This is an optimization exercise on Yosys and OpenROAD, whose aim is a short achievable clock period, not a production implementation. RTL that was checked went through simulation tests only; none was proved equivalent to the original. Power and IR drop assume default switching activity.

==> flow/design.v <==
`timescale 1 ps / 1 ps
module new_component (
		input  wire [7:0]  	s0_address,     
		input  wire        	s0_read,        
		output reg  [31:0] 	s0_readdata,    
		input  wire        	s0_write,       
		input  wire [31:0] 	s0_writedata,   
		input  wire        	clk,          	 
		input  wire        	reset,			 
		output wire	[7:0]		led				 
	);
	reg [31:0] count;
	reg [31:0] duty;
	reg [31:0] period;
	reg        wa, wb, wc, wx, wy;	 
	reg        ca, cb, cc, cx, cy;	 
	reg  [7:0] lp;		 
	reg  [7:0] lq;
	reg  [2:0] ones;	 
	reg        pz;		 
	reg        dz;		 
	reg  [2:0] pzb;		 
	reg  [2:0] dzb;		 
	reg [31:0] pm1;		 
	reg [31:0] dm1;		 
	reg        fp;		 
	reg        fd;		 
	reg        na, nb, nc;	 
	wire wrap = wa | (wb & wc & wx & wy);
	wire ceq  = ca | (cb & cc & cx & cy);
	wire nx   = na | (nb & nc);
	wire [31:0] wd  = s0_writedata;
	wire        hi0 = s0_address[7:2] == 6'd0;
	wire        wr0 = s0_write && hi0 && s0_address[1:0] == 2'd0;
	wire        wr1 = s0_write && hi0 && s0_address[1:0] == 2'd1;
	wire        wr2 = s0_write && hi0 && s0_address[1:0] == 2'd2;
	function [3:0] cmp;
		input [15:0] a;
		input [15:0] b;
		reg   [15:0] g;
		reg   [15:0] l;
		reg   [15:0] m;
		reg   [15:0] o;
		integer      w;
		integer      i;
		begin
			g = a & ~b;
			l = ~a & b;
			m = l;
			o = g;
			for (w = 8; w >= 1; w = w / 2)
				for (i = 0; i < w; i = i + 1)
				begin
					m[i] = (~g[2*i+1] & ~l[2*i+1] & m[2*i]) | (m[2*i+1] & o[2*i]);
					o[i] = o[2*i+1] & o[2*i];
					g[i] = g[2*i+1] | (~l[2*i+1] & g[2*i]);
					l[i] = l[2*i+1] | (~g[2*i+1] & l[2*i]);
				end
			cmp = {g[0], l[0], m[0], o[0]};
		end
	endfunction
	wire [3:0] wp_h = cmp(wd[31:16], period[31:16]);
	wire [3:0] wp_l = cmp(wd[15:0],  period[15:0]);
	wire [3:0] wd_h = cmp(wd[31:16], duty[31:16]);
	wire [3:0] wd_l = cmp(wd[15:0],  duty[15:0]);
	wire [3:0] cw_h = cmp(count[31:16], wd[31:16]);
	wire [3:0] cw_l = cmp(count[15:0],  wd[15:0]);
	wire [3:0] c2_h = cmp({1'b0, count[31:17]}, {1'b0, wd[31:17]});
	wire [3:0] c2_l = cmp(count[16:1], wd[16:1]);
	wire       c2_0 = count[0] == wd[0];
	wire wd_zero  = wd == 32'd0;
	wire [2:0] wzb = {wd[23:16] == 8'd0, wd[15:8] == 8'd0, wd[7:0] == 8'd0};
	wire wd_one   = wd == 32'd1;
	wire [3:0] p1_b, d1_b;	 
	genvar gb;
	generate
		for (gb = 0; gb < 4; gb = gb + 1)
		begin : eqb
			assign p1_b[gb] = count[8*gb +: 8] == pm1[8*gb +: 8];
			assign d1_b[gb] = count[8*gb +: 8] == dm1[8*gb +: 8];
		end
	endgenerate
	wire [3:0]  cin = {&ones[2:0], &ones[1:0], ones[0], 1'b1};
	reg  [31:0] inc;
	reg  [3:0]  inc_ones;	 
	integer     k;
	always @*
	begin
		for (k = 0; k < 4; k = k + 1)
		begin
			inc[8*k +: 8] = count[8*k +: 8] + {7'd0, cin[k]};
			inc_ones[k]   = cin[k] ? (count[8*k +: 8] == 8'hfe) : (count[8*k +: 8] == 8'hff);
		end
	end
	wire [7:0] le = ~(lp & lq);	 
	always @(posedge clk)
	begin
		case(s0_address)
			8'h00   : s0_readdata <= period;
			8'h01   : s0_readdata <= duty;
			8'h02   : s0_readdata <= count;
			default : s0_readdata <= 0;
		endcase
	end
	function [31:0] dec;
		input [31:0] x;
		input [2:0]  z;
		reg   [3:0]  bin;
		integer      j;
		begin
			bin = {&z[2:0], &z[1:0], z[0], 1'b1};
			for (j = 0; j < 4; j = j + 1)
				dec[8*j +: 8] = x[8*j +: 8] - {7'd0, bin[j]};
		end
	endfunction
	always @(posedge clk)
	begin
		pm1 <= dec(period, pzb);
		dm1 <= dec(duty, dzb);
		na  <= wrap ? wd_one : (c2_0 & c2_h[1] & c2_l[0]);
		nb  <= ~wrap & c2_0 & ~c2_h[3] & ~c2_h[2];
		nc  <= c2_l[1];
	end
	always @(posedge clk)
	begin
		if(reset)
		begin
			duty   <= 0;
			period <= 0;
			pz     <= 1'b1;
			dz     <= 1'b1;
			pzb    <= 3'b111;
			dzb    <= 3'b111;
			fp     <= 1'b1;
			fd     <= 1'b1;
		end
		else
		begin
			if(wr0)
			begin
				period <= wd;
				pz     <= wd_zero;
				pzb    <= wzb;
			end
			if(wr1)
			begin
				duty   <= wd;
				dz     <= wd_zero;
				dzb    <= wzb;
			end
			fp <= wr0;
			fd <= wr1;
		end
	end
	always @(posedge clk)
	begin
		if(reset)
		begin
			count <= 0;
			ones  <= 3'b000;
			wa    <= 1'b1;
			wb    <= 1'b0;
			wc    <= 1'b0;
			wx    <= 1'b1;
			wy    <= 1'b1;
			ca    <= 1'b1;
			cb    <= 1'b0;
			cc    <= 1'b0;
			cx    <= 1'b1;
			cy    <= 1'b1;
			lp    <= 8'h00;
			lq    <= 8'h00;
		end
		else
		begin
			if(wr2)
			begin
				count <= wd;
				ones  <= {wd[23:16] == 8'hff, wd[15:8] == 8'hff, wd[7:0] == 8'hff};
			end
			else if(wrap)
			begin
				count <= 0;
				ones  <= 3'b000;
			end
			else
			begin
				count <= inc;
				ones  <= inc_ones[2:0];
			end
			if(wr2)
			begin
				wa <= wp_h[3];
				wb <= ~wp_h[3] & ~wp_h[2];
				wc <= ~wp_l[2];
				wx <= 1'b1;
				wy <= 1'b1;
			end
			else if(wr0)
			begin
				wa <= wrap ? wd_zero : (cw_h[3] | (cw_h[1] & cw_l[0]));
				wb <= ~wrap & ~cw_h[3] & ~cw_h[2];
				wc <= ~cw_l[2] | cw_l[1];
				wx <= 1'b1;
				wy <= 1'b1;
			end
			else
			begin
				wa <= wrap ? pz : (fp & nx);
				wb <= ~wrap & ~fp & p1_b[3];
				wc <= p1_b[2];
				wx <= p1_b[1];
				wy <= p1_b[0];
			end
			if(wr2)
			begin
				ca <= 1'b0;
				cb <= ~wd_h[3] & ~wd_h[2];
				cc <= ~wd_l[3] & ~wd_l[2];
				cx <= 1'b1;
				cy <= 1'b1;
			end
			else if(wr1)
			begin
				ca <= wrap ? wd_zero : (cw_h[1] & cw_l[0]);
				cb <= ~wrap & ~cw_h[3] & ~cw_h[2];
				cc <= cw_l[1];
				cx <= 1'b1;
				cy <= 1'b1;
			end
			else
			begin
				ca <= wrap ? dz : (fd & nx);
				cb <= ~wrap & ~fd & d1_b[3];
				cc <= d1_b[2];
				cx <= d1_b[1];
				cy <= d1_b[0];
			end
			if(wr2)
			begin
				lp <= {8{~wd_h[2]}};
				lq <= {8{wd_h[3] | wd_l[3]}};
			end
			else if(wr1)
			begin
				lp <= {8{~wrap & ~cw_h[2]}};
				lq <= {8{~wrap & (cw_h[3] | ~cw_l[2])}};
			end
			else
			begin
				lp <= ~({8{wrap}} | (le & {8{~ceq}}));
				lq <= ~({8{wrap}} | (le & {8{~ceq}}));
			end
		end
	end
	assign led = le;
endmodule
clock: 3.2 ns
lec_check: 0
cap_margin: 20
core_margin: 2
core_utilization: 40
setup_slack_margin: 1.6
slew_margin: 20
tns_end_percent: 10
standard.sh (not shown) runs the stock make flow with config.mk's settings and CLKGATE_MAP_FILE= SYNTH_SCRIPT=/design/flow/synth_recipe.tcl, a recipe that flattens the netlist after the stock synthesis.
==> flow/flow/run.sh <==
#!/bin/bash
# Own flow: the standard layout (standard.sh), with
#  - the synthesis script swapped for flow/my_synth.tcl (standard synthesis, but no adder
#    extraction and a delay-oriented ABC mapping script, flow/abc.script);
#  - ports buffered with buf_4 instead of the smallest buffer, and repair allowed to change a
#    cell's footprint when it resizes.
set -euo pipefail
W=$PWD
export FLOW_SYNTH_TCL=$W/synth_recipe.tcl
export ABC_SCRIPT_OVERRIDE=$W/flow/abc.script
sed "s|SYNTH_SCRIPT=[^ ]*|SYNTH_SCRIPT=$W/flow/my_synth.tcl|" standard.sh > my_standard.sh
grep -q "SYNTH_SCRIPT=$W/flow/my_synth.tcl" my_standard.sh
bash my_standard.sh "BUFFER_PORTS_ARGS=-buffer_cell sky130_fd_sc_hd__buf_4" MATCH_CELL_FOOTPRINT=0 finish > $W/make_finish.log 2>&1
==> flow/flow/abc.script <==
strash
&get -n
&st
&syn2
&if -g -K 6
&synch2
&put
dch
map
buffer -c
topo
stime -c
upsize -c
dnsize -c
==> flow/flow/my_synth.tcl <==
# The standard synthesis (synth_recipe.tcl), with two changes to the mapping of the logic
# between the registers: Yosys's adder extraction is skipped, so ABC sees every gate, and the
# final ABC run uses the script in ABC_SCRIPT_OVERRIDE. Registers are mapped as in the
# standard synthesis.
proc extract_fa {args} { puts "extract_fa skipped" }
proc abc {args} {
  set i [lsearch -exact $args -script]
  if { $i >= 0 } { lset args [expr { $i + 1 }] $::env(ABC_SCRIPT_OVERRIDE) }
  yosys abc {*}$args
}
source $::env(FLOW_SYNTH_TCL)
Next try:
--- a/flow/design.v
+++ b/flow/design.v
@@ -9,28 +9,28 @@
 		input  wire        	reset,			 
 		output wire	[7:0]		led				 
 	);
 	reg [31:0] count;
 	reg [31:0] duty;
 	reg [31:0] period;
-	reg        wa, wb, wc, wx, wy;	 
-	reg        ca, cb, cc, cx, cy;	 
+	reg        wa, wb, wc;	 
+	reg        ca, cb, cc;	 
 	reg  [7:0] lp;		 
 	reg  [7:0] lq;
 	reg  [2:0] ones;	 
 	reg        pz;		 
 	reg        dz;		 
 	reg  [2:0] pzb;		 
 	reg  [2:0] dzb;		 
 	reg [31:0] pm1;		 
 	reg [31:0] dm1;		 
 	reg        fp;		 
 	reg        fd;		 
 	reg        na, nb, nc;	 
-	wire wrap = wa | (wb & wc & wx & wy);
-	wire ceq  = ca | (cb & cc & cx & cy);
+	wire wrap = wa | (wb & wc);
+	wire ceq  = ca | (cb & cc);
 	wire nx   = na | (nb & nc);
 	wire [31:0] wd  = s0_writedata;
 	wire        hi0 = s0_address[7:2] == 6'd0;
 	wire        wr0 = s0_write && hi0 && s0_address[1:0] == 2'd0;
 	wire        wr1 = s0_write && hi0 && s0_address[1:0] == 2'd1;
 	wire        wr2 = s0_write && hi0 && s0_address[1:0] == 2'd2;
@@ -68,21 +68,16 @@
 	wire [3:0] c2_h = cmp({1'b0, count[31:17]}, {1'b0, wd[31:17]});
 	wire [3:0] c2_l = cmp(count[16:1], wd[16:1]);
 	wire       c2_0 = count[0] == wd[0];
 	wire wd_zero  = wd == 32'd0;
 	wire [2:0] wzb = {wd[23:16] == 8'd0, wd[15:8] == 8'd0, wd[7:0] == 8'd0};
 	wire wd_one   = wd == 32'd1;
-	wire [3:0] p1_b, d1_b;	 
-	genvar gb;
-	generate
-		for (gb = 0; gb < 4; gb = gb + 1)
-		begin : eqb
-			assign p1_b[gb] = count[8*gb +: 8] == pm1[8*gb +: 8];
-			assign d1_b[gb] = count[8*gb +: 8] == dm1[8*gb +: 8];
-		end
-	endgenerate
+	wire p1_h = count[31:16] == pm1[31:16];
+	wire p1_l = count[15:0]  == pm1[15:0];
+	wire d1_h = count[31:16] == dm1[31:16];
+	wire d1_l = count[15:0]  == dm1[15:0];
 	wire [3:0]  cin = {&ones[2:0], &ones[1:0], ones[0], 1'b1};
 	reg  [31:0] inc;
 	reg  [3:0]  inc_ones;	 
 	integer     k;
 	always @*
 	begin
@@ -158,19 +153,15 @@
 		begin
 			count <= 0;
 			ones  <= 3'b000;
 			wa    <= 1'b1;
 			wb    <= 1'b0;
 			wc    <= 1'b0;
-			wx    <= 1'b1;
-			wy    <= 1'b1;
 			ca    <= 1'b1;
 			cb    <= 1'b0;
 			cc    <= 1'b0;
-			cx    <= 1'b1;
-			cy    <= 1'b1;
 			lp    <= 8'h00;
 			lq    <= 8'h00;
 		end
 		else
 		begin
 			if(wr2)
@@ -190,54 +181,42 @@
 			end
 			if(wr2)
 			begin
 				wa <= wp_h[3];
 				wb <= ~wp_h[3] & ~wp_h[2];
 				wc <= ~wp_l[2];
-				wx <= 1'b1;
-				wy <= 1'b1;
 			end
 			else if(wr0)
 			begin
 				wa <= wrap ? wd_zero : (cw_h[3] | (cw_h[1] & cw_l[0]));
 				wb <= ~wrap & ~cw_h[3] & ~cw_h[2];
 				wc <= ~cw_l[2] | cw_l[1];
-				wx <= 1'b1;
-				wy <= 1'b1;
 			end
 			else
 			begin
 				wa <= wrap ? pz : (fp & nx);
-				wb <= ~wrap & ~fp & p1_b[3];
-				wc <= p1_b[2];
-				wx <= p1_b[1];
-				wy <= p1_b[0];
+				wb <= ~wrap & ~fp & p1_h;
+				wc <= p1_l;
 			end
 			if(wr2)
 			begin
 				ca <= 1'b0;
 				cb <= ~wd_h[3] & ~wd_h[2];
 				cc <= ~wd_l[3] & ~wd_l[2];
-				cx <= 1'b1;
-				cy <= 1'b1;
 			end
 			else if(wr1)
 			begin
 				ca <= wrap ? wd_zero : (cw_h[1] & cw_l[0]);
 				cb <= ~wrap & ~cw_h[3] & ~cw_h[2];
 				cc <= cw_l[1];
-				cx <= 1'b1;
-				cy <= 1'b1;
 			end
 			else
 			begin
 				ca <= wrap ? dz : (fd & nx);
-				cb <= ~wrap & ~fd & d1_b[3];
-				cc <= d1_b[2];
-				cx <= d1_b[1];
-				cy <= d1_b[0];
+				cb <= ~wrap & ~fd & d1_h;
+				cc <= d1_l;
 			end
 			if(wr2)
 			begin
 				lp <= {8{~wd_h[2]}};
 				lq <= {8{wd_h[3] | wd_l[3]}};
 			end
What happened:
- combinational power rises by roughly a tenth
- clock-buffer cell count rises by 1
- via count rises slightly
- power rises slightly
- final area rises by a few percent
- area after synthesis falls by a few percent
- utilization rises by 2.6 points
- setup slack gets worse by 0.0064 ns
- fmax falls slightly
- cell count rises slightly
No functional check of the RTL was part of the first run of this note.

* * *

Starts from the design.v that is shown in full above.
Settings: LEC_CHECK=0, CAP_MARGIN=20, CORE_MARGIN=2, CORE_UTILIZATION=40, SETUP_SLACK_MARGIN=1.6, SLEW_MARGIN=20, TNS_END_PERCENT=10; clock period 3.2 ns.
==> flow/flow/abc.script <==
strash
dch
map
buffer -c
topo
stime -c
upsize -c
dnsize -c
Scripts as last shown in full above: flow/flow/run.sh, flow/flow/my_synth.tcl
==> next run, changes <==
--- a/flow/design.v
+++ b/flow/design.v
@@ -13,6 +13,6 @@
 	reg [31:0] duty;
 	reg [31:0] period;
-	reg        wa, wb, wc, wx, wy;	 
-	reg        ca, cb, cc, cx, cy;	 
+	reg        wa, wb, wc;	 
+	reg        ca, cb, cc;	 
 	reg  [7:0] lp;		 
 	reg  [7:0] lq;
@@ -27,6 +27,6 @@
 	reg        fd;		 
 	reg        na, nb, nc;	 
-	wire wrap = wa | (wb & wc & wx & wy);
-	wire ceq  = ca | (cb & cc & cx & cy);
+	wire wrap = wa | (wb & wc);
+	wire ceq  = ca | (cb & cc);
 	wire nx   = na | (nb & nc);
 	wire [31:0] wd  = s0_writedata;
@@ -72,13 +72,8 @@
 	wire [2:0] wzb = {wd[23:16] == 8'd0, wd[15:8] == 8'd0, wd[7:0] == 8'd0};
 	wire wd_one   = wd == 32'd1;
-	wire [3:0] p1_b, d1_b;	 
-	genvar gb;
-	generate
-		for (gb = 0; gb < 4; gb = gb + 1)
-		begin : eqb
-			assign p1_b[gb] = count[8*gb +: 8] == pm1[8*gb +: 8];
-			assign d1_b[gb] = count[8*gb +: 8] == dm1[8*gb +: 8];
-		end
-	endgenerate
+	wire p1_h = count[31:16] == pm1[31:16];
+	wire p1_l = count[15:0]  == pm1[15:0];
+	wire d1_h = count[31:16] == dm1[31:16];
+	wire d1_l = count[15:0]  == dm1[15:0];
 	wire [3:0]  cin = {&ones[2:0], &ones[1:0], ones[0], 1'b1};
 	reg  [31:0] inc;
@@ -162,11 +157,7 @@
 			wb    <= 1'b0;
 			wc    <= 1'b0;
-			wx    <= 1'b1;
-			wy    <= 1'b1;
 			ca    <= 1'b1;
 			cb    <= 1'b0;
 			cc    <= 1'b0;
-			cx    <= 1'b1;
-			cy    <= 1'b1;
 			lp    <= 8'h00;
 			lq    <= 8'h00;
@@ -194,6 +185,4 @@
 				wb <= ~wp_h[3] & ~wp_h[2];
 				wc <= ~wp_l[2];
-				wx <= 1'b1;
-				wy <= 1'b1;
 			end
 			else if(wr0)
@@ -202,14 +191,10 @@
 				wb <= ~wrap & ~cw_h[3] & ~cw_h[2];
 				wc <= ~cw_l[2] | cw_l[1];
-				wx <= 1'b1;
-				wy <= 1'b1;
 			end
 			else
 			begin
 				wa <= wrap ? pz : (fp & nx);
-				wb <= ~wrap & ~fp & p1_b[3];
-				wc <= p1_b[2];
-				wx <= p1_b[1];
-				wy <= p1_b[0];
+				wb <= ~wrap & ~fp & p1_h;
+				wc <= p1_l;
 			end
 			if(wr2)
@@ -218,6 +203,4 @@
 				cb <= ~wd_h[3] & ~wd_h[2];
 				cc <= ~wd_l[3] & ~wd_l[2];
-				cx <= 1'b1;
-				cy <= 1'b1;
 			end
 			else if(wr1)
@@ -226,14 +209,10 @@
 				cb <= ~wrap & ~cw_h[3] & ~cw_h[2];
 				cc <= cw_l[1];
-				cx <= 1'b1;
-				cy <= 1'b1;
 			end
 			else
 			begin
 				ca <= wrap ? dz : (fd & nx);
-				cb <= ~wrap & ~fd & d1_b[3];
-				cc <= d1_b[2];
-				cx <= d1_b[1];
-				cy <= d1_b[0];
+				cb <= ~wrap & ~fd & d1_h;
+				cc <= d1_l;
 			end
 			if(wr2)
- die area climbs by about 0.45%
- design area climbs by about 0.44%
- clock-buffer cell count climbs by 2
- via count climbs by 1.1%
- non-clock buffer count climbs by 4
Function not checked in the first run of this note: the RTL went through the layout flow alone.

==> separate check: timing with driven ports <==
The results above use ideal ports. As a check the final layouts listed here were re-extracted and re-timed, cells and wires unchanged. Step 1, drivers: a clkbuf_16 drives clk and a buf_2 each remaining input, both assumed. Step 2, shift: input delay + t, output delay - t, t = (earliest + latest rising clock arrival at the registers) / 2. This alone moves slack from input paths to output paths. Slacks: ideal / step 1 / step 2; pairs: ideal / step 1.
run | shift t [ns] | setup WS [ns] | worst slew at a driven data input, ns
the first run of note 1 | 0.590 | 1.253 / 1.253 / 0.778 | 0.04
the second run of note 1 | 0.593 | 1.247 / 1.247 / 0.782 | 0.06
the first run of note 2 | 0.593 | 1.262 / 1.254 / 0.661 | 0.06
the second run of note 2 | 0.611 | 1.339 / 1.339 / 0.787 | 0.04
After both steps setup and hold are still met in every run listed. For the first run of note 2, which loses most, drivers alone change the setup slack by -0.008 ns; drivers and shift together by -0.601 ns.
